Context: an optimization exercise on an open-source flow, tuned for small area, a short achievable clock period and few clock cycles per item. The choices shown serve that exercise and are no tape-out recipe.
Only simulation tests tie the RTL to the original design; equivalence was not proved.
Power is estimated from default activity; no workload was simulated.

==> flow/design.v (outline; a module is shown in full before it is edited, if it fits) <==
// module multiplier: 1435 lines
// module mult_and2: 3 lines
// module mult_cb: 3 lines
// module mult_fa: 4 lines
// module mult_gc: 3 lines
// module mult_ha: 4 lines
// module mult_one: 3 lines
// module mult_or2: 3 lines
// module mult_pp: 3 lines
// module mult_pps: 3 lines
// module mult_two: 3 lines
// module mult_xnor: 3 lines
// module mult_xor: 3 lines
// module mult_y: 3 lines
module multiplier(
	input logic clk,
	input logic rst,
	input logic start_flag,
	input logic[15:0] a,
	input logic[15:0] b,
	output logic[31:0] result,
	output logic status
	);
  // ...
==> flow/flow/run.sh <==
#!/bin/bash
set -euo pipefail
cd "$(dirname "$0")/.."
export BUFFER_PORTS_ARGS="-buffer_cell sky130_fd_sc_hd__buf_2"
bash standard.sh > make.log 2>&1
==> flow/standard.sh <==
#!/bin/bash
# synth_recipe.tcl (not shown) runs the flow's synth.tcl, then flattens the netlist and writes it again
# the make line also repeats each setting of config.mk as NAME=value (left out here)
make -C /OpenROAD-flow-scripts/flow DESIGN_CONFIG=/design/flow/config.mk WORK_HOME=/design/flow/orfs CLKGATE_MAP_FILE= SYNTH_SCRIPT=/design/flow/synth_recipe.tcl "${@:-finish}"
==> flow/config.mk <==
export PLATFORM = sky130hd
export DESIGN_NAME = multiplier
export DESIGN_NICKNAME = multiplier
export VERILOG_FILES = /design/flow/design.v
export SDC_FILE = /design/flow/constraint.sdc
export NUM_CORES = 4
export LEC_CHECK = 0
export CAP_MARGIN = 20
export CORE_MARGIN = 2
export CORE_UTILIZATION = 40
export GPL_TIMING_DRIVEN = 0
export SETUP_SLACK_MARGIN = 0.3
export SLEW_MARGIN = 20
export SYNTH_HIERARCHICAL = 1
==> flow/constraint.sdc <==
create_clock -name core_clock -period 4.0 [get_ports {clk}]
set_input_delay 0.8000 -clock core_clock [delete_from_list [all_inputs] [get_ports {clk}]]
set_output_delay 0.8000 -clock core_clock [all_outputs]
set_load 0.01 [all_outputs]
==> flow_summary.yaml, run 1 <==
status:
  status: "timing/DRC/antenna clean"
synthesis:
  post_synth_and_or_nand_nor_area_fraction_pct: 3.41
  ys_top_cells_by_count: "xor2_1 (166), a22o_1 (128), fa_1 (87)"
  postSynthCellCount: 649
  post_synthesis_mux_area_share_pct: 0
setup_path:
  critPathRequiredTime_ns: 4.21
  delay_of_the_slowest_cell_on_the_worst_path_ns: 0.58
  peak_fanout_along_the_critical_path: 24
  worst_setup_path_endpoint: "q15_1"
detailed_routing:
  met3_length_um: 799
global_routing:
  first_global_vias: 5676
  top_usage_layer: "met2"
  globalRouteTotalUtil_pct: 18.8
  grt_overflow_total: 0
placed_design:
  gp_congestion: 0.851
  dp_slack_ns: -0.507
  port_buffers: 67
die:
  tapcell_count: 229
clock_tree:
  clock-sinks: 62
  post_cts_resized: 33
  tritoncts: "built"
job:
  drv_cap: 0
power:
  powerClk_mw: 0.796
finish:
  biggestCellCategory: "multi-input combinational cells"
  clkCellAreaFrac_pct: 3.40
timing:
  grt_setup_unrepaired: "true"
  finalHoldViolCount: 0
Testbench counts, summed over its fixed seeds: cycles 1,608, items 1,600.
==> run 2, diff against run 1 <==
--- a/flow/config.mk
+++ b/flow/config.mk
@@ -9,6 +9,5 @@
 export CORE_MARGIN = 2
 export CORE_UTILIZATION = 40
 export GPL_TIMING_DRIVEN = 0
-export SETUP_SLACK_MARGIN = 0.3
 export SLEW_MARGIN = 20
 export SYNTH_HIERARCHICAL = 1
==> run 2 against run 1 <==
Against the previous run:
- final cell count shrank 3.3%
- global-route usage decreased by 0.34 points
- die area is the same
- first-iteration DRC count shrank 22%
- final area fell by 5.4%
- sequential cell count did not move
- critical endpoint is now result[30]
==> flow_summary.yaml, run 2 <==
status:
  status: "timing/DRC/antenna clean"
power:
  comb_power_share_pct: 72.2
  leakage_power_figure_nw: 4.07
  worst_ir_drop_vdd_mv: 0.521
  clock_power_share_pct: 11.7
  power_switching_mw: 2.48
  power_switching_share_pct: 40.2
  relative_contribution_of_sequential_cells_to_total_power_pct: 16.2
  power_density_nw_per_um2: 732
  cellInternalPower_mw: 3.69
setup_path:
  cp_common_cell: "a21o_1"
  worstPathBufferInverterCount: 2
  critPathRequiredTime_ns: 3.20
  peak_fanout_along_the_critical_path: 5
  cp_cell_sequence: "ha_1 > a21o_1 > a21o_1 > a21o_1 > a21o_1 > a21o_2 > a21o_1 > a21o_1 > xor2_1 > buf_4 > buf_2"
  timing.critical_path.arrival_ns: 3.05
  crit_path_start_kind: "flip-flop"
  delay_of_the_slowest_cell_on_the_worst_path_ns: 0.33
  cpMaxStageDelayCell: "ha_1"
  path_delay_family: "compound AO/OA/AOI/OAI gates"
  worst_setup_path_end_kind: "output port"
  worst-setup-path-type: "reg -> out"
timing:
  slew_viol_final: 0
  grt_setup_unrepaired: "false"
  period_needed_ns: 3.85
  finalHoldViolCount: 0
  setup_tns_ns: 0
  whs_ns: 0.222
  maxSlewHeadroom_pct: 50.4
  worst-slew-pin-transition_ns: 0.743
  setup_slack_ns: 0.151
  fin_crit_sh_pct: 96.2
  setup-violations-final: 0
  maxClockFrequency_mhz: 260
detailed_routing:
  via_count: 5325
  remaining_drc_errors: 0
  drt-pass1-iter-count: 4
  postRouteWirelength_um: 17200
  wl_per_cell_um: 17.8
  dr.first_iter.drc_count: 252
  antenna_left: 0
  vias_per_cell: 5.52
finish:
  post_route_cells_drive_above_1_share_pct: 18.5
  flow.area_growth_from_synthesis_pct: 15.3
  post-route-cell-area_um2: 8420
  leading_cell_types_in_the_layout_fill_and_taps_excluded: "xor2_1 (158), a22o_1 (128), fa_1 (87), dfxtp_1 (61), buf_2 (59)"
  layout.nets: 900
  mostFrequentLayoutCell: "xor2_1"
  antenna-diode-count: 0
  final_core_utilization_pct: 46.9
die:
  design.portCount: 68
  die_span_in_y_um: 139
  floorplan.initialDensity_pct: 40.7
  die_area_um2: 19400
  floorplan.rows: 49
  core-area_um2: 18000
  chipWidth_um: 139
global_routing:
  globalRouteTotalUtil_pct: 18.4
  grt_first_pass_wirelength_um: 28700
  initial_antenna_violation_count: 0
  first_global_vias: 5640
  grt_overflow_total: 0
  maximum_number_of_pins_on_one_net_before_global_route_repair: 25
clock_tree:
  cts_root_buf: "clkbuf_16"
  post_cts_resized: 12
  ctsHtreeMaxLevel: 3
  tritoncts: "built"
  cts.hold.buffers_added: 0
  clock_tree.buffer_depth: 2
  clock-sinks: 62
  post-cts-setup-buffers: 0
  cts.clk_slew.worst_paths_ns: 0.05
  cts_made_buffers: 9
placed_design:
  gp_congestion: 0.864
  port_buffers: 67
  detailed_place.area_um2: 7990
  dp_slack_ns: -0.695
  dpl.hpwl_um: 13500
synthesis:
  ys_async_sr_fraction_pct: 1.61
  ys_top_cells_by_count: "xor2_1 (166), a22o_1 (128), fa_1 (87)"
  synth_top_area_share_pct: 23.8
  seq_area_frac_synth_pct: 17.1
  dominantRegCellSynth: "dfxtp_1"
  yosysTopAreaCell: "fa_1"
  post_synth_num_cell_types: 18
  synth.most_common_cell: "xor2_1"
  yosys_register_bits: 62
  mapped_cell_area_um2: 7300
  synth-edff-count: 0
  syn-mean-instance-area_um2: 11.3
  postSynthCellCount: 649
  ys.warnings.count: 7
  synthTopCellsByArea: "fa_1 (24%), xor2_1 (20%), dfxtp_1 (17%), a22o_1 (15%), ha_1 (8.1%)"
job:
  drv_cap: 0
hold_path:
  min_path_type: "in -> async"
-- run 2: layout make-up --
type	instances	area [um^2]
fillers	1667	9550
inverters	5	18.8
clock inverters	1	5.00
repair buffers	68	367
well taps	229	287
plain buffers	31	233
flip-flops and latches	62	1250
multi-input cells	554	5990
clock buffers	15	268
-- run 2: logic make-up after synthesis --
logic type               after synthesis  synth area share, %
AND/OR/NAND/NOR                       43                 3.41
buffers and inverters                 36                 3.44
AO/OA/AOI/OAI                        203                 23.7
other                                  1               0.0513
flip-flops                            62                 17.1
adder cells (fa/ha/maj)              134                 31.9
XOR/XNOR                             170                 20.4
-- run 2: power by group through the flow --
stage | registers (mW) | clock network [mW] | logic [mW]
after floorplan | 0.985 | 0 | 3.29
after global placement | 1.01 | 0 | 4.37
after detailed placement | 1.01 | 0 | 4.48
after CTS | 1.00 | 0.745 | 4.53
after global routing | 1.02 | 0.779 | 5.03
final | 0.996 | 0.719 | 4.45
-- run 2: modules after synthesis, one instance, submodules excluded, a selection --
module      times used  cell area, um^2  flip-flops and latches
multiplier           1             1500                      62
mult_or2             4             6.26                       0
mult_gc             51             7.51                       0
mult_xor            30             8.76                       0
mult_xnor            4             8.76                       0
mult_ha             47             12.5                       0
-- run 2: path summary, 6_finish.rpt --
check / start / to / slack [ns] / cells after the start
worst max-delay path: q3_1 / result[30] / 0.15 / 11
worst min-delay path: rst / done / 0.22 / 1
max in group asynchronous: rst / done / 3.70 / 1
min in group core_clock: start_flag / done / 0.56 / 1
-- run 2: through the flow --
stage,instances,total power [mW]
floorplan,652,4.28
finish,965,6.17
global placement,948,5.38
CTS,965,6.27
detailed placement,949,5.49
global route,965,6.82
-- run 2: metal layers --
layer / GRT usage, % / wire (um) / vias up
met5: 0 / 0 / -
met4: 6.96 / 289 / 0
met3: 4.18 / 878 / 24
met2: 29.3 / 8180 / 142
met1: 24.6 / 7840 / 2694
li1: - / - / 2465
==> run 3, diff against run 2 <==
--- a/flow/config.mk
+++ b/flow/config.mk
@@ -9,5 +9,6 @@
 export CORE_MARGIN = 2
 export CORE_UTILIZATION = 40
 export GPL_TIMING_DRIVEN = 0
+export SETUP_SLACK_MARGIN = 0.6
 export SLEW_MARGIN = 20
 export SYNTH_HIERARCHICAL = 1
==> run 3 against run 2 <==
Against the previous run:
- still clean
- non-clock buffer count is 52 higher
- clock-buffer cell count is 5 lower
- worst hold slack hardly changed
- worst setup slack better by 0.28 ns
- sequential share of layout area is 1.3 points lower
- core utilization is 4.8 points higher
- synthesized cell count stayed put
- via count is 6.7% higher
- critical path type unchanged
- critical endpoint is now result[23]
==> flow_summary.yaml, run 3 <==
detailed_routing:
  via_count: 5681
  remaining_drc_errors: 0
  antenna_left: 0
  vias_per_cell: 5.58
  postRouteWirelength_um: 19100
  drt-pass1-iter-count: 5
  wl_per_cell_um: 18.8
  dr.first_iter.drc_count: 283
synthesis:
  ys_top_cells_by_count: "xor2_1 (166), a22o_1 (128), fa_1 (87)"
  synthXorXnorAreaFrac_pct: 20.4
  synth_compound_gate_area_share_pct: 23.7
  synthTopCellsByArea: "fa_1 (24%), xor2_1 (20%), dfxtp_1 (17%), a22o_1 (15%), ha_1 (8.1%)"
  synth_top_area_share_pct: 23.8
  mapped_cell_area_um2: 7300
  yosys_register_bits: 62
  seq_area_frac_synth_pct: 17.1
  post_synth_and_or_nand_nor_area_fraction_pct: 3.41
  post_synthesis_mux_area_share_pct: 0
  ys.warnings.count: 7
  syn-mean-instance-area_um2: 11.3
  dominantRegCellSynth: "dfxtp_1"
  post_synth_num_cell_types: 18
  main_combinational_cell_family_by_area_after_synthesis: "adder cells"
  synth.most_common_cell: "xor2_1"
  yosysTopAreaCell: "fa_1"
  ys_async_sr_fraction_pct: 1.61
  postSynthCellCount: 649
  synth-edff-count: 0
  synth_adder_area_share_pct: 31.9
global_routing:
  first_global_vias: 5962
  grt_first_pass_wirelength_um: 30700
  maximum_number_of_pins_on_one_net_before_global_route_repair: 25
  initial_antenna_violation_count: 0
  globalRouteTotalUtil_pct: 19.8
  grt_overflow_total: 0
die:
  core-area_um2: 18000
  die_area_um2: 19400
  floorplan.initialDensity_pct: 40.7
  design.portCount: 68
  floorplan.rows: 49
  die_span_in_y_um: 139
  chipWidth_um: 139
placed_design:
  gp_congestion: 0.878
  dp_slack_ns: -0.348
  detailed_place.area_um2: 8140
  dpl.hpwl_um: 13700
  port_buffers: 67
setup_path:
  delay_of_the_slowest_cell_on_the_worst_path_ns: 0.37
  crit_path_start_kind: "flip-flop"
  timing.critical_path.arrival_ns: 2.77
  worst-setup-path-type: "reg -> out"
  peak_fanout_along_the_critical_path: 3
  cp_common_cell: "a21o_1"
  worst_setup_path_end_kind: "output port"
  path_delay_family: "compound AO/OA/AOI/OAI gates"
  cp_cell_sequence: "ha_4 > and2_1 > a21o_1 > a21o_1 > a21o_4 > buf_6 > a21o_1 > a21o_1 > a21o_1 > xor2_1 > buf_4 > buf_6"
  cpMaxStageDelayCell: "dfxtp_1"
  worstPathBufferInverterCount: 3
  critPathRequiredTime_ns: 3.20
finish:
  layout.nets: 954
  antenna-diode-count: 0
  post_route_cells_drive_above_1_share_pct: 28.2
  flow.area_growth_from_synthesis_pct: 27.0
  mostFrequentLayoutCell: "xor2_1"
  leading_cell_types_in_the_layout_fill_and_taps_excluded: "xor2_1 (156), a22o_1 (128), fa_1 (79), buf_4 (76), dfxtp_1 (59)"
  post-route-cell-area_um2: 9280
  final_core_utilization_pct: 51.6
timing:
  fin_crit_sh_pct: 89.3
  period_needed_ns: 3.57
  grt_setup_unrepaired: "true"
  setup_tns_ns: 0
  slew_viol_final: 0
  maxClockFrequency_mhz: 280
  setup_slack_ns: 0.428
  finalHoldViolCount: 0
  setup-violations-final: 0
clock_tree:
  ctsHtreeMaxLevel: 3
  tritoncts: "built"
  cts_made_buffers: 9
  cts.clk_slew.worst_paths_ns: 0.06
  cts.hold.buffers_added: 0
  cts_root_buf: "clkbuf_16"
  clock-sinks: 62
  clock_tree.buffer_depth: 2
power:
  power_density_nw_per_um2: 754
  worst_ir_drop_vdd_mv: 0.659
  leakage_power_figure_nw: 4.42
  fin_total_pwr_mw: 6.99
hold_path:
  min_path_type: "in -> async"
job:
  drv_cap: 0
status:
  status: "timing/DRC/antenna clean"
## run 3: power breakdown
part / internal, mW / switching, mW / leakage (nW)
clock network: 0.496 / 0.293 / 0.148
logic: 2.87 / 2.31 / 3.75
registers: 0.917 / 0.113 / 0.525
## run 3: per-module statistics from Yosys, one instance, submodules excluded, excerpt
module | cells | cell area (um^2)
mult_and2 | 1 | 6.26
mult_or2 | 1 | 6.26
mult_pp | 1 | 8.76
mult_two | 3 | 22.5
mult_ha | 1 | 12.5
mult_pps | 1 | 5.00
mult_y | 1 | 8.76
mult_xnor | 1 | 8.76
mult_one | 1 | 8.76
## run 3: worst paths after layout
kind	to	slack [ns]	cells after the start	start
worst max-delay path	result[23]	0.43	12	q7_1
worst min-delay path	done	0.22	1	rst
max in group asynchronous	done	3.69	1	rst
min in group core_clock	done	0.56	1	start_flag
## run 3: cells by family after synthesis
logic type | after synthesis
other cells | 1
simple gates | 43
buf+inv | 36
fa+ha+maj | 134
flops | 62
xor+xnor | 170
compound gates | 203
## run 3: repair_timing
action	CTS	global route
gates resized for setup	33	35
pin swaps	28	18
setup endpoints to repair	41	30
gates cloned	0	2
setup buffers	49	4
## run 3: per-layer routing
metal  GRT usage, %  up-vias  wire, um  part of all wire [%]
met5              0        -         0                     0
met4           5.95        0       473                   2.5
met3           3.25       37       927                   4.8
met2           33.1      159      9070                    47
met1           26.4     2901      8670                    45
li1               -     2584         -                     -
## run 3: final cells by class
class	instances	area, um^2
Sequential cell	62	1250
Multi-Input combinational cell	556	6250
Clock inverter	6	61.3
Inverter	5	18.8
Tap cell	229	287
Fill cell	1606	8690
Buffer	31	233
Timing Repair Buffer	120	938
Clock buffer	10	239
## run 3: metrics by stage
| step | instances | hold WS (ns) |
|---|---|---|
| floorplan | 652 | 0.504 |
| CTS | 1013 | 0.214 |
| global route | 1019 | 0.221 |
| global placement | 948 | 0.574 |
| finish | 1019 | 0.222 |
| detailed placement | 948 | 0.578 |
==> run 4, diff against run 3 <==
--- a/flow/config.mk
+++ b/flow/config.mk
@@ -7,8 +7,7 @@
 export LEC_CHECK = 0
 export CAP_MARGIN = 20
 export CORE_MARGIN = 2
-export CORE_UTILIZATION = 40
+export CORE_UTILIZATION = 70
 export GPL_TIMING_DRIVEN = 0
-export SETUP_SLACK_MARGIN = 0.6
 export SLEW_MARGIN = 20
 export SYNTH_HIERARCHICAL = 1
==> run 4 against run 3 <==
Against the previous run:
- still clean
- sequential cell count unchanged
- worst setup slack got worse by 0.29 ns
- power decreased by 15%
- critical path depth decreased by 1
- clock-buffer cell count increased by 3
- wire length decreased by 15%
- combinational power decreased by 14%
- core utilization increased by 28 points
- worst hold slack got worse by 0.015 ns
- die area decreased by 42%
==> flow_summary.yaml, run 4 <==
setup_path:
  worst-setup-path-type: "reg -> out"
  cpMaxStageDelayCell: "ha_1"
  worst_setup_path_end_kind: "output port"
  delay_of_the_slowest_cell_on_the_worst_path_ns: 0.33
  worst_setup_path_endpoint: "result[30]"
  peak_fanout_along_the_critical_path: 5
  cp_common_cell: "a21o_1"
  critPathLaunch: "q3_1"
  timing.critical_path.arrival_ns: 3.06
  cp_cell_sequence: "ha_1 > and2_1 > a21o_1 > a21o_1 > a21o_1 > a21o_1 > a21o_1 > a21o_1 > xor2_1 > buf_4 > buf_2"
  critPathRequiredTime_ns: 3.20
  crit_path_start_kind: "flip-flop"
detailed_routing:
  drt-pass1-iter-count: 5
  remaining_drc_errors: 0
  dr.first_iter.drc_count: 377
  postRouteWirelength_um: 16300
  vias_per_cell: 6.20
  wl_per_cell_um: 18.7
  antenna_left: 0
  via_count: 5397
clock_tree:
  clock-sinks: 62
  cts_made_buffers: 9
  cts.clk_slew.worst_paths_ns: 0.07
  cts.hold.buffers_added: 0
  tritoncts: "built"
  post-cts-setup-buffers: 0
  clock_tree.buffer_depth: 2
  ctsHtreeMaxLevel: 3
  cts_root_buf: "clkbuf_8"
synthesis:
  synth-edff-count: 0
  mapped_cell_area_um2: 7300
  synth.most_common_cell: "xor2_1"
  syn-mean-instance-area_um2: 11.3
  yosys_register_bits: 62
  ys_top_cells_by_count: "xor2_1 (166), a22o_1 (128), fa_1 (87)"
  ys_async_sr_fraction_pct: 1.61
  synthTopCellsByArea: "fa_1 (24%), xor2_1 (20%), dfxtp_1 (17%), a22o_1 (15%), ha_1 (8.1%)"
  postSynthCellCount: 649
  synth_top_area_share_pct: 23.8
  seq_area_frac_synth_pct: 17.1
  post_synth_num_cell_types: 18
  dominantRegCellSynth: "dfxtp_1"
  ys.warnings.count: 7
  yosysTopAreaCell: "fa_1"
status:
  status: "timing/DRC/antenna clean"
power:
  relative_contribution_of_sequential_cells_to_total_power_pct: 16.7
  comb_power_share_pct: 75.3
  worst_ir_drop_vdd_mv: 0.919
  cellInternalPower_mw: 3.48
  power_switching_mw: 2.45
  clock_power_share_pct: 8.0
  power_switching_share_pct: 41.3
  leakage_power_figure_nw: 4.02
  power_density_nw_per_um2: 725
placed_design:
  detailed_place.area_um2: 7870
  dpl.hpwl_um: 12500
  dpl.cell_count: 855
  gp_congestion: 0.916
  port_buffers: 67
finish:
  leading_cell_types_in_the_layout_fill_and_taps_excluded: "xor2_1 (158), a22o_1 (128), fa_1 (87), dfxtp_1 (61), buf_2 (59)"
  post_route_cells_drive_above_1_share_pct: 18.3
  post-route-cell-area_um2: 8200
  stdcell_count: 870
  mostFrequentLayoutCell: "xor2_1"
  antenna-diode-count: 0
  fill_cells: 680
  flow.area_growth_from_synthesis_pct: 12.2
  layout.nets: 899
timing:
  setup-violations-final: 0
  slew_viol_final: 0
  grt_setup_unrepaired: "false"
  period_needed_ns: 3.86
  maxClockFrequency_mhz: 259
  fin_crit_sh_pct: 96.6
  maxSlewHeadroom_pct: 49.0
  finalHoldViolCount: 0
  whs_ns: 0.207
  worst-slew-pin-transition_ns: 0.765
die:
  chipWidth_um: 106
  design.portCount: 68
  floorplan.initialDensity_pct: 71.4
  core-area_um2: 10200
  die_span_in_y_um: 106
  die_area_um2: 11300
  floorplan.rows: 37
global_routing:
  first_global_vias: 5555
  globalRouteTotalUtil_pct: 30.7
  maximum_number_of_pins_on_one_net_before_global_route_repair: 25
  grt_overflow_total: 0
  grt_first_pass_wirelength_um: 27000
  initial_antenna_violation_count: 0
job:
  drv_cap: 0
hold_path:
  min_path_type: "in -> async"
==> run 4: cell count changes in the layout (fill, tap and decap cells not counted), moves of 3 or more <==
cell | previous run | this run
ha_1 | 37 | 47
ha_4 | 10 | 0
buf_2 | 50 | 59
clkbuf_1 | 0 | 3
buf_6 | 16 | 0
buf_4 | 76 | 31
clkbuf_4 | 0 | 8
buf_12 | 7 | 0
clkbuf_16 | 9 | 0
nand2b_1 | 5 | 8
clkbuf_8 | 1 | 10
fa_2 | 8 | 0
fa_1 | 79 | 87
==> run 4: layer usage <==
layer / global-route usage (%) / part of all wire (%) / wire [um] / up-vias
li1: - / - / - / 2477
met3: 6.50 / 6.9 / 1130 / 38
met1: 40.8 / 43 / 6960 / 2691
met4: 10.8 / 2.3 / 367 / 0
met5: 0 / 0 / 0 / -
met2: 49.9 / 48 / 7840 / 191
==> run 4: cell type report <==
class | instances | area (um^2) | share of cell area [%]
Timing Repair Buffer | 67 | 355 | 4.33
Multi-Input combinational cell | 554 | 6020 | 73.4
Tap cell | 136 | 170 | 2.08
Clock inverter | 2 | 10.0 | 0.122
Clock buffer | 13 | 149 | 1.82
Inverter | 5 | 18.8 | 0.229
Sequential cell | 62 | 1250 | 15.2
Buffer | 31 | 233 | 2.84
==> run 4: modules after synthesis, one instance, submodules excluded <==
module | area, um^2 | cells inside
mult_and2 | 6.26 | 1
mult_cb | 11.3 | 1
mult_fa | 20.0 | 1
mult_gc | 7.51 | 1
mult_ha | 12.5 | 1
mult_one | 8.76 | 1
mult_or2 | 6.26 | 1
mult_pp | 8.76 | 1
mult_pps | 5.00 | 1
mult_two | 22.5 | 3
mult_xnor | 8.76 | 1
mult_xor | 8.76 | 1
mult_y | 8.76 | 1
multiplier | 1500 | 99
==> run 4: worst min path at each step <==
stage,from,endpoint,cells past startpoint
final,rst,done,1
after global routing,rst,done,1
after CTS,rst,done,1
after detailed placement,rst,done,1
after global placement,rst,done,1
after floorplan,rst,done,0
==> run 4: repair_timing <==
action | CTS | global route
resized for setup | 12 | 12
hold endpoints to repair | 0 | 0
setup endpoints to repair | 18 | 20
pin swaps | 0 | 0
==> run 4: worst max-delay path, delay by kind of cell, from the launching register on <==
family                   cells  cell delay, ns
AO/OA/AOI/OAI                6            1.48
XOR/XNOR                     1            0.16
adder cells (fa/ha/maj)      1            0.33
buffers and inverters        2            0.24
flip-flops                   1            0.31
AND/OR/NAND/NOR              1            0.17
==> run 4: kinds of logic after synthesis <==
| logic type | after synthesis | share of synthesized area [%] |
|---|---|---|
| AOI/OAI and AO/OA | 203 | 23.7 |
| xor gates and xnor gates | 170 | 20.4 |
| adders and majority gates | 134 | 31.9 |
| DFF | 62 | 17.1 |
| and+or+nand+nor | 43 | 3.41 |
| buffers and inverters | 36 | 3.44 |
| other | 1 | 0.0513 |
==> run 4: stage by stage <==
step	setup WS (ns)	utilization [%]	total power, mW	TNS, ns
after global routing	0.0142	80.1	6.52	0
after CTS	-0.0195	79.5	5.99	-0.0195
after global placement	-0.760	76.4	5.27	-13.91
final	0.137	80.1	5.94	0
after detailed placement	-0.689	76.9	5.47	-11.97
after floorplan	0.258	-	4.28	0
==> run 4: power groups by stage <==
stage	clock (mW)	sequential, mW	combinational [mW]
6_report	0.473	0.992	4.48
5_1_grt	0.507	1.02	4.99
4_1_cts	0.482	0.995	4.51
3_5_place_dp	0	1.01	4.46
3_3_place_gp	0	1.00	4.26
2_1_floorplan	0	0.985	3.29
==> run 5, diff against run 4 <==
--- a/flow/config.mk
+++ b/flow/config.mk
@@ -9,5 +9,6 @@
 export CORE_MARGIN = 2
 export CORE_UTILIZATION = 70
 export GPL_TIMING_DRIVEN = 0
+export SETUP_SLACK_MARGIN = 0.3
 export SLEW_MARGIN = 20
 export SYNTH_HIERARCHICAL = 1
==> run 5 against run 4 <==
Against the previous run:
- area after synthesis stayed put
- final cell count is 3.4% higher
- global-route usage is 0.83 points higher
- via count is 4.1% higher
- critical endpoint unchanged
- sequential power is 4% higher
- still clean on timing, DRC and antenna
==> flow_summary.yaml, run 5 <==
status:
  status: "timing/DRC/antenna clean"
synthesis:
  syn-mean-instance-area_um2: 11.3
  synth_compound_gate_area_share_pct: 23.7
  main_combinational_cell_family_by_area_after_synthesis: "adder cells"
  post_synthesis_mux_area_share_pct: 0
  mapped_cell_area_um2: 7300
  dominantRegCellSynth: "dfxtp_1"
  yosysTopAreaCell: "fa_1"
  postSynthCellCount: 649
  synth_adder_area_share_pct: 31.9
  seq_area_frac_synth_pct: 17.1
  ys.warnings.count: 7
  ys_top_cells_by_count: "xor2_1 (166), a22o_1 (128), fa_1 (87)"
  synth-edff-count: 0
  synthTopCellsByArea: "fa_1 (24%), xor2_1 (20%), dfxtp_1 (17%), a22o_1 (15%), ha_1 (8.1%)"
  synth_top_area_share_pct: 23.8
  synthXorXnorAreaFrac_pct: 20.4
  synth.most_common_cell: "xor2_1"
  ys_async_sr_fraction_pct: 1.61
  post_synth_num_cell_types: 18
  yosys_register_bits: 62
  post_synth_and_or_nand_nor_area_fraction_pct: 3.41
clock_tree:
  clock-sinks: 62
  clock_tree.buffer_depth: 2
  cts.hold.buffers_added: 0
  tritoncts: "built"
  cts.clk_slew.worst_paths_ns: 0.07
  cts_root_buf: "clkbuf_8"
  ctsHtreeMaxLevel: 3
  cts_made_buffers: 9
placed_design:
  dp_slack_ns: -0.469
  dpl.hpwl_um: 12500
  gp_congestion: 0.954
  port_buffers: 67
  detailed_place.area_um2: 7880
  dpl.cell_count: 855
global_routing:
  first_global_vias: 5627
  maximum_number_of_pins_on_one_net_before_global_route_repair: 25
  gr-usage-met1_pct: 41.9
  met3_capacity_usage_during_global_routing_pct: 4.72
  top_usage_layer: "met2"
  gr-usage-met2_pct: 53.0
  grt_overflow_total: 0
  globalRouteTotalUtil_pct: 31.5
  initial_antenna_violation_count: 0
  grt_first_pass_wirelength_um: 27600
detailed_routing:
  drt-pass1-iter-count: 5
  dr.first_iter.drc_count: 418
  via_count: 5616
  vias_per_cell: 6.24
  postRouteWirelength_um: 17700
  remaining_drc_errors: 0
  wl_per_cell_um: 19.6
  antenna_left: 0
setup_path:
  critPathLaunch: "q5_1"
  critPathRequiredTime_ns: 3.20
  delay_of_the_slowest_cell_on_the_worst_path_ns: 0.38
  cp_cell_sequence: "ha_4 > a21o_1 > a21o_1 > a21o_4 > a21o_4 > a21o_4 > a21o_1 > a21o_1 > xor2_1 > buf_4 > buf_6"
  peak_fanout_along_the_critical_path: 5
  cp_common_cell: "a21o_1"
  cpMaxStageDelayCell: "dfxtp_1"
  worst-setup-path-type: "reg -> out"
  timing.critical_path.arrival_ns: 2.85
  crit_path_start_kind: "flip-flop"
  worst_setup_path_endpoint: "result[30]"
  worst_setup_path_end_kind: "output port"
timing:
  setup_slack_ns: 0.353
  fin_crit_sh_pct: 91.2
  setup-violations-final: 0
  period_needed_ns: 3.65
  whs_ns: 0.202
  setup_tns_ns: 0
  slew_viol_final: 0
  grt_setup_unrepaired: "true"
  worst-slew-pin-transition_ns: 0.825
  maxSlewHeadroom_pct: 44.9
  finalHoldViolCount: 0
  maxClockFrequency_mhz: 274
finish:
  stdcell_count: 900
  leading_cell_types_in_the_layout_fill_and_taps_excluded: "xor2_1 (158), a22o_1 (128), fa_1 (87), buf_4 (67)"
  mostFrequentLayoutCell: "xor2_1"
  final_core_utilization_pct: 83.9
  post-route-cell-area_um2: 8580
  fill_cells: 591
  flow.area_growth_from_synthesis_pct: 17.5
  antenna-diode-count: 0
  layout.nets: 929
  post_route_cells_drive_above_1_share_pct: 23.4
job:
  drv_cap: 0
power:
  leakage_power_figure_nw: 4.18
  fin_total_pwr_mw: 6.20
  power_density_nw_per_um2: 722
  worst_ir_drop_vdd_mv: 0.807
die:
  core-area_um2: 10200
  design.portCount: 68
  die_area_um2: 11300
  die_span_in_y_um: 106
  floorplan.rows: 37
  chipWidth_um: 106
  floorplan.initialDensity_pct: 71.4
hold_path:
  min_path_type: "in -> async"
## run 5: cell count changes in the layout (fill, tap and decap cells not counted)
cell      previous run  this run
dfxtp_2              0         3
a21o_4               0         3
buf_2               59        58
buf_6                0         1
and2_4               0         1
ha_4                 0         8
ha_1                47        39
dfxtp_1             61        58
a21o_1              51        48
buf_4               31        67
buf_12               0         2
clkbuf_4             8         0
and2_1              23        22
## run 5: cell type report
| cell class | count | area [um^2] | share of cell area, % |
|---|---|---|---|
| Multi-Input combinational cell | 554 | 6140 | 71.5 |
| Tap cell | 136 | 170 | 1.98 |
| Inverter | 5 | 18.8 | 0.219 |
| Buffer | 31 | 233 | 2.71 |
| Sequential cell | 62 | 1250 | 14.6 |
| Clock inverter | 2 | 10.0 | 0.117 |
| Timing Repair Buffer | 97 | 612 | 7.13 |
| Clock buffer | 13 | 149 | 1.73 |
## run 5: repair_timing
item                                    CTS  global route
pin swaps                                 6            19
gates resized for setup                  28            13
setup buffers                             8            22
endpoints found under the setup margin   26            18
## run 5: logic make-up after synthesis
family          Yosys count
fa+ha+maj               134
other cells               1
compound gates          203
buf+inv                  36
xor+xnor                170
flops                    62
simple gates             43
## run 5: metal layers
layer  share of wire, %  wire length, um  up-vias
met5                  0                0        -
met4                1.7              296        0
met3                7.3             1300       25
met2                 49             8690      257
met1                 42             7390     2800
li1                   -                -     2534
## run 5: power breakdown
part,leakage (nW),internal [mW],total (mW),switching [mW]
Combinational,3.57,2.50,4.69,2.20
Sequential,0.525,0.918,1.03,0.108
Clock,0.0833,0.237,0.478,0.241
Total,4.18,3.65,6.20,2.55
## run 5: per-module statistics from Yosys (local to each module, per instance), excerpt
module,flops+latches,copies in the design
mult_fa,0,87
mult_gc,0,51
mult_pp,0,128
mult_pps,0,8
mult_two,0,8
mult_xnor,0,4
multiplier,62,1
## run 5: worst min-delay path by stage
stage               from    to  slack (ns)  cells past startpoint
detailed placement   rst  done        0.58                      1
floorplan            rst  done        0.50                      0
CTS                  rst  done        0.19                      1
global placement     rst  done        0.57                      1
global route         rst  done        0.19                      1
finish               rst  done        0.20                      1
## run 5: critical path, delay by kind of cell, from the launching register on
kind            cells  cell delay, ns
buf+inv             2            0.24
fa+ha+maj           1            0.23
compound gates      7            1.50
flops               1            0.38
xor+xnor            1            0.14
==> run 6, diff against run 5 <==
--- a/flow/config.mk
+++ b/flow/config.mk
@@ -8,7 +8,7 @@
 export CAP_MARGIN = 20
 export CORE_MARGIN = 2
 export CORE_UTILIZATION = 70
-export GPL_TIMING_DRIVEN = 0
+export GPL_TIMING_DRIVEN = 1
 export SETUP_SLACK_MARGIN = 0.3
 export SLEW_MARGIN = 20
 export SYNTH_HIERARCHICAL = 1
==> run 6 against run 5 <==
Against the previous run:
- still clean
- final area fell by 3.8%
- via count decreased by 1.7%
- global-route usage grew 1.9 points
- sequential power hardly changed
- first-iteration DRC count unchanged
- clock-buffer cell count shrank 1
- synthesized cell count is the same
- clock power rose by 29%
- power fell by 11%
- critical path type unchanged
==> flow_summary.yaml, run 6 <==
finish:
  antenna-diode-count: 0
  layout.nets: 914
  stdcell_count: 886
  post_route_cells_drive_above_1_share_pct: 20.5
  flow.area_growth_from_synthesis_pct: 13.0
  final_core_utilization_pct: 80.7
  leading_cell_types_in_the_layout_fill_and_taps_excluded: "xor2_1 (159), a22o_1 (128), fa_1 (87), buf_2 (67), dfxtp_1 (61)"
  mostFrequentLayoutCell: "xor2_1"
synthesis:
  ys.warnings.count: 7
  synth-edff-count: 0
  synthTopCellsByArea: "fa_1 (24%), xor2_1 (20%), dfxtp_1 (17%), a22o_1 (15%), ha_1 (8.1%)"
  mapped_cell_area_um2: 7300
  postSynthCellCount: 649
  syn-mean-instance-area_um2: 11.3
  yosys_register_bits: 62
  yosysTopAreaCell: "fa_1"
  synth_top_area_share_pct: 23.8
  ys_async_sr_fraction_pct: 1.61
  synth.most_common_cell: "xor2_1"
  seq_area_frac_synth_pct: 17.1
  dominantRegCellSynth: "dfxtp_1"
  post_synth_num_cell_types: 18
  ys_top_cells_by_count: "xor2_1 (166), a22o_1 (128), fa_1 (87)"
hold_path:
  min_path_type: "in -> async"
placed_design:
  dpl.cell_count: 866
  dpl.hpwl_um: 14400
  port_buffers: 67
  gp_congestion: 0.944
  dp_slack_ns: 0.0268
die:
  design.portCount: 68
  core-area_um2: 10200
  die_area_um2: 11300
  floorplan.initialDensity_pct: 71.4
  chipWidth_um: 106
  floorplan.rows: 37
  die_span_in_y_um: 106
clock_tree:
  clock-sinks: 62
  cts.hold.buffers_added: 0
  cts_root_buf: "clkbuf_8"
  ctsHtreeMaxLevel: 3
  tritoncts: "built"
  cts.clk_slew.worst_paths_ns: 0.07
  cts_made_buffers: 9
  clock_tree.buffer_depth: 2
power:
  power_density_nw_per_um2: 668
  leakage_power_figure_nw: 4.11
  worst_ir_drop_vdd_mv: 0.663
timing:
  grt_setup_unrepaired: "true"
  maxClockFrequency_mhz: 274
  whs_ns: 0.200
  setup_slack_ns: 0.355
  worst-slew-pin-transition_ns: 0.544
  finalHoldViolCount: 0
  period_needed_ns: 3.64
  maxSlewHeadroom_pct: 63.7
  fin_crit_sh_pct: 91.1
  slew_viol_final: 0
  setup_tns_ns: 0
  setup-violations-final: 0
global_routing:
  gr-usage-met1_pct: 45.2
  globalRouteTotalUtil_pct: 33.4
  met3_capacity_usage_during_global_routing_pct: 5.52
  top_usage_layer: "met2"
  grt_overflow_total: 0
  grt_first_pass_wirelength_um: 28900
  first_global_vias: 5708
  initial_antenna_violation_count: 0
  gr-usage-met2_pct: 55.5
  maximum_number_of_pins_on_one_net_before_global_route_repair: 22
detailed_routing:
  antenna_left: 0
  remaining_drc_errors: 0
  vias_per_cell: 6.23
  wl_per_cell_um: 20.4
  postRouteWirelength_um: 18100
  dr.first_iter.drc_count: 418
  via_count: 5520
  drt-pass1-iter-count: 4
setup_path:
  timing.critical_path.arrival_ns: 2.84
  crit_path_start_kind: "flip-flop"
  worst-setup-path-type: "reg -> out"
  worst_setup_path_end_kind: "output port"
  critPathRequiredTime_ns: 3.20
  peak_fanout_along_the_critical_path: 5
job:
  drv_cap: 0
status:
  status: "timing/DRC/antenna clean"
run 6: cell type report:
| cell class | instances | area, um^2 |
|---|---|---|
| multi-input cells | 554 | 5910 |
| fillers | 680 | 1980 |
| flip-flops and latches | 62 | 1250 |
| repair buffers | 113 | 693 |
| well taps | 136 | 170 |
| clock buffers | 12 | 145 |
| clock inverters | 4 | 70.1 |
| inverters | 5 | 18.8 |
run 6: per-stage QoR:
stage          total power [mW]  instance area, um^2
6_report                   5.51                 8260
5_1_grt                    6.02                 8260
2_1_floorplan              4.28                 7370
3_5_place_dp               4.83                 7970
4_1_cts                    5.50                 8200
3_3_place_gp               4.63                 7970
run 6: timing repair:
action | CTS | global route
endpoints found under the hold margin | 0 | 0
setup endpoints to repair | 4 | 6
buffers inserted | 0 | 4
gates resized for setup | 4 | 3
pin swaps | 0 | 3
run 6: power breakdown:
part / leakage, nW / internal, mW / switching, mW
Combinational: 3.47 / 1.84 / 2.05
Sequential: 0.525 / 0.915 / 0.0894
Clock: 0.110 / 0.366 / 0.252
run 6: worst max-delay path, cell delays in order, from the launching register on:
cell and delay, ns:
dfxtp_1 0.31, ha_1 0.34, and2_1 0.20, a21o_1 0.20
a21o_4 0.22, a21o_4 0.24, a21o_4 0.24, a21o_1 0.22
a21o_1 0.20, a21o_1 0.16, inv_1 0.04, buf_2 0.11
run 6: path summary, 6_finish.rpt:
path / slack, ns / end / from
setup / recovery: 0.36 / result[31] / q7_1
hold / removal: 0.20 / done / rst
max in group asynchronous: 3.72 / done / rst
min in group core_clock: 0.55 / done / start_flag
run 6: kinds of logic after synthesis:
family                   synth area share [%]
buffers and inverters                    3.44
AND/OR/NAND/NOR                          3.41
AO/OA/AOI/OAI                            23.7
flip-flops                               17.1
XOR/XNOR                                 20.4
adder cells (fa/ha/maj)                  31.9
other                                  0.0513
run 6: Yosys stat by module (local to each module, per instance), a selection:
module     times used  area (um^2)
mult_two            8         22.5
mult_ha            47         12.5
mult_cb             8         11.3
mult_pp           128         8.76
mult_y            128         8.76
mult_one            8         8.76
mult_xor           30         8.76
mult_gc            51         7.51
mult_and2          23         6.26
mult_pps            8         5.00
run 6: routing by layer:
layer	wire length, um	part of all wire (%)
met1	7890	44
met2	8730	48
met3	1190	6.6
met4	301	1.7
met5	0	0
==> run 7, diff against run 6 <==
--- a/flow/config.mk
+++ b/flow/config.mk
@@ -7,8 +7,9 @@
 export LEC_CHECK = 0
 export CAP_MARGIN = 20
 export CORE_MARGIN = 2
-export CORE_UTILIZATION = 70
-export GPL_TIMING_DRIVEN = 1
+export CORE_UTILIZATION = 40
+export CTS_BUF_LIST = sky130_fd_sc_hd__clkbuf_2 sky130_fd_sc_hd__clkbuf_4
+export GPL_TIMING_DRIVEN = 0
 export SETUP_SLACK_MARGIN = 0.3
 export SLEW_MARGIN = 20
 export SYNTH_HIERARCHICAL = 1
==> run 7 against run 6 <==
Against the previous run:
- global-route usage is 15 points lower
- clock power is 28% lower
- non-clock buffer count rose by 8
- core utilization shrank 33 points
- critical path depth did not move
- sequential power about the same
- largest cell class unchanged
==> flow_summary.yaml, run 7 <==
synthesis:
  mapped_cell_area_um2: 7300
  syn-mean-instance-area_um2: 11.3
  synthTopCellsByArea: "fa_1 (24%), xor2_1 (20%), dfxtp_1 (17%), a22o_1 (15%), ha_1 (8.1%)"
  dominantRegCellSynth: "dfxtp_1"
  synth.most_common_cell: "xor2_1"
  yosys_register_bits: 62
  postSynthCellCount: 649
  synth_top_area_share_pct: 23.8
  ys_top_cells_by_count: "xor2_1 (166), a22o_1 (128), fa_1 (87)"
  post_synth_num_cell_types: 18
  ys_async_sr_fraction_pct: 1.61
  synth-edff-count: 0
  yosysTopAreaCell: "fa_1"
  ys.warnings.count: 7
  seq_area_frac_synth_pct: 17.1
finish:
  layout.nets: 922
  stdcell_count: 988
  mostFrequentLayoutCell: "xor2_1"
  post_route_cells_drive_above_1_share_pct: 22.8
  leading_cell_types_in_the_layout_fill_and_taps_excluded: "xor2_1 (158), a22o_1 (128), fa_1 (87), dfxtp_1 (58), buf_4 (56)"
  post-route-cell-area_um2: 8650
  flow.area_growth_from_synthesis_pct: 18.5
  fill_cells: 1657
timing:
  finalHoldViolCount: 0
  maxSlewHeadroom_pct: 49.0
  whs_ns: 0.101
  grt_setup_unrepaired: "true"
  setup_slack_ns: 0.283
  maxClockFrequency_mhz: 269
  fin_crit_sh_pct: 92.9
  setup_tns_ns: 0
  slew_viol_final: 0
  setup-violations-final: 0
  period_needed_ns: 3.72
  worst-slew-pin-transition_ns: 0.764
detailed_routing:
  remaining_drc_errors: 0
  wl_per_cell_um: 18.0
  antenna_left: 0
  postRouteWirelength_um: 17800
  vias_per_cell: 5.49
  dr.first_iter.drc_count: 344
  drt-pass1-iter-count: 5
  via_count: 5421
setup_path:
  crit_path_start_kind: "flip-flop"
  cpMaxStageDelayCell: "dfxtp_2"
  worst_setup_path_end_kind: "output port"
  worst-setup-path-type: "reg -> out"
  timing.critical_path.arrival_ns: 2.92
  path_delay_family: "compound AO/OA/AOI/OAI gates"
  critPathRequiredTime_ns: 3.20
  worstPathBufferInverterCount: 2
  delay_of_the_slowest_cell_on_the_worst_path_ns: 0.35
  cp_common_cell: "a21o_4"
  peak_fanout_along_the_critical_path: 4
  cp_cell_sequence: "ha_4 > and2_1 > a21o_1 > a21o_4 > a21o_4 > a21o_4 > a21o_4 > a21o_1 > xor2_1 > buf_4 > buf_6"
clock_tree:
  cts_root_buf: "clkbuf_4"
  cts.clk_slew.worst_paths_ns: 0.12
  clock-sinks: 62
  cts.hold.buffers_added: 0
  clock_tree.buffer_depth: 2
  ctsHtreeMaxLevel: 3
  cts_made_buffers: 9
  tritoncts: "built"
power:
  power_density_nw_per_um2: 724
  leakage_power_figure_nw: 4.14
  worst_ir_drop_vdd_mv: 0.549
global_routing:
  initial_antenna_violation_count: 1
  grt_first_pass_wirelength_um: 28800
  grt_overflow_total: 0
  globalRouteTotalUtil_pct: 18.6
  maximum_number_of_pins_on_one_net_before_global_route_repair: 25
  first_global_vias: 5625
job:
  drv_cap: 0
die:
  floorplan.rows: 49
  chipWidth_um: 139
  design.portCount: 68
  core-area_um2: 18000
  floorplan.initialDensity_pct: 40.7
  die_area_um2: 19400
  die_span_in_y_um: 139
status:
  status: "timing/DRC/antenna clean"
placed_design:
  port_buffers: 67
  gp_congestion: 0.851
  dp_slack_ns: -0.507
  dpl.cell_count: 948
  dpl.hpwl_um: 13700
  detailed_place.area_um2: 8000
hold_path:
  min_path_type: "in -> async"
[run 7: where the power goes]
part | internal [mW] | switching [mW] | total (mW)
clock | 0.199 | 0.248 | 0.447
sequential | 0.914 | 0.0950 | 1.01
combinational | 2.60 | 2.21 | 4.81
[run 7: per-layer routing]
metal | GRT usage, % | part of all wire [%] | vias to the layer above
li1 | - | - | 2529
met3 | 3.35 | 5.8 | 16
met4 | 6.17 | 1.4 | 0
met1 | 24.8 | 45 | 2734
met2 | 30.9 | 48 | 142
met5 | 0 | 0 | -
[run 7: area by class of cell]
cell class	count	area (um^2)	area share [%]
clock buffers	11	82.6	0.955
clock inverters	5	50.0	0.579
plain buffers	31	233	2.69
flip-flops and latches	62	1250	14.4
inverters	5	18.8	0.217
repair buffers	90	604	6.99
diodes	1	2.50	0.0289
well taps	229	287	3.31
multi-input cells	554	6120	70.8
[run 7: cells by family after synthesis]
kind of cell | Yosys count | share of synthesized area, %
other | 1 | 0.0513
and+or+nand+nor | 43 | 3.41
adders and majority gates | 134 | 31.9
buffers and inverters | 36 | 3.44
DFF | 62 | 17.1
xor gates and xnor gates | 170 | 20.4
AOI/OAI and AO/OA | 203 | 23.7
[run 7: what timing repair did]
action                                  4_1_cts  5_1_grt
endpoints found under the setup margin       30       15
buffers inserted                             10       13
gates resized for setup                      39        7
pin swaps                                    15       13
[run 7: Yosys stat by module, one instance, submodules excluded, a selection]
module,cell area [um^2],flops+latches,copies in the design,cells inside
mult_and2,6.26,0,23,1
mult_fa,20.0,0,87,1
mult_xor,8.76,0,30,1
mult_ha,12.5,0,47,1
mult_gc,7.51,0,51,1
mult_pps,5.00,0,8,1
multiplier,1500,62,1,99
mult_pp,8.76,0,128,1
mult_two,22.5,0,8,3
[run 7: path summary, 6_finish.rpt]
kind / end / slack [ns] / from / cells past startpoint
worst max-delay path: result[30] / 0.28 / q3_0 / 11
worst min-delay path: done / 0.10 / rst / 1
max in group asynchronous: done / 3.82 / rst / 1
min in group core_clock: done / 0.45 / start_flag / 1
[run 7: per-stage QoR]
step           util (%)  total power [mW]
5_1_grt            48.2              6.91
6_report           48.2              6.27
3_3_place_gp       44.5              5.39
2_1_floorplan         -              4.28
3_5_place_dp       44.5              5.49
4_1_cts            47.2              6.22

## static timing again, ports no longer ideal
No port has a modelled driver above. Below, the same layouts with a new extraction and two added sets of constraints.
Step 1, drivers: a clkbuf_16 drives clk and a buf_2 each remaining input, both assumed.
Step 2 moves the port delays by t, midway between the first and last clock arrival at a register: inputs arrive t later, outputs are due t later. That takes back most of the time a late clock gives input paths.
a / b / c = ideal / step 1 / step 2; a / b = the first two.
run | t (ns) | setup slack, ns | worst setup path at the end | worst slew at a driven data input, ns
run 1 | 0.379 | 0.385 / 0.376 / 0.026 | input to register | 0.06
run 2 | 0.381 | 0.151 / 0.107 / -0.206 | input to register | 0.05
run 3 | 0.382 | 0.428 / 0.385 / 0.253 | input to register | 0.07
run 4 | 0.386 | 0.137 / 0.100 / -0.217 | input to register | 0.04
run 5 | 0.392 | 0.353 / 0.315 / 0.004 | input to register | 0.05
run 6 | 0.390 | 0.355 / 0.322 / 0.111 | input to register | 0.05
run 7 | 0.486 | 0.283 / 0.246 / -0.110 | input to register | 0.05
Met with ideal ports but missed after step 2: setup timing in run 2, run 4 and run 7. The setup slack of run 7, which loses most, moves by -0.037 ns with the drivers and by -0.393 ns with both steps.
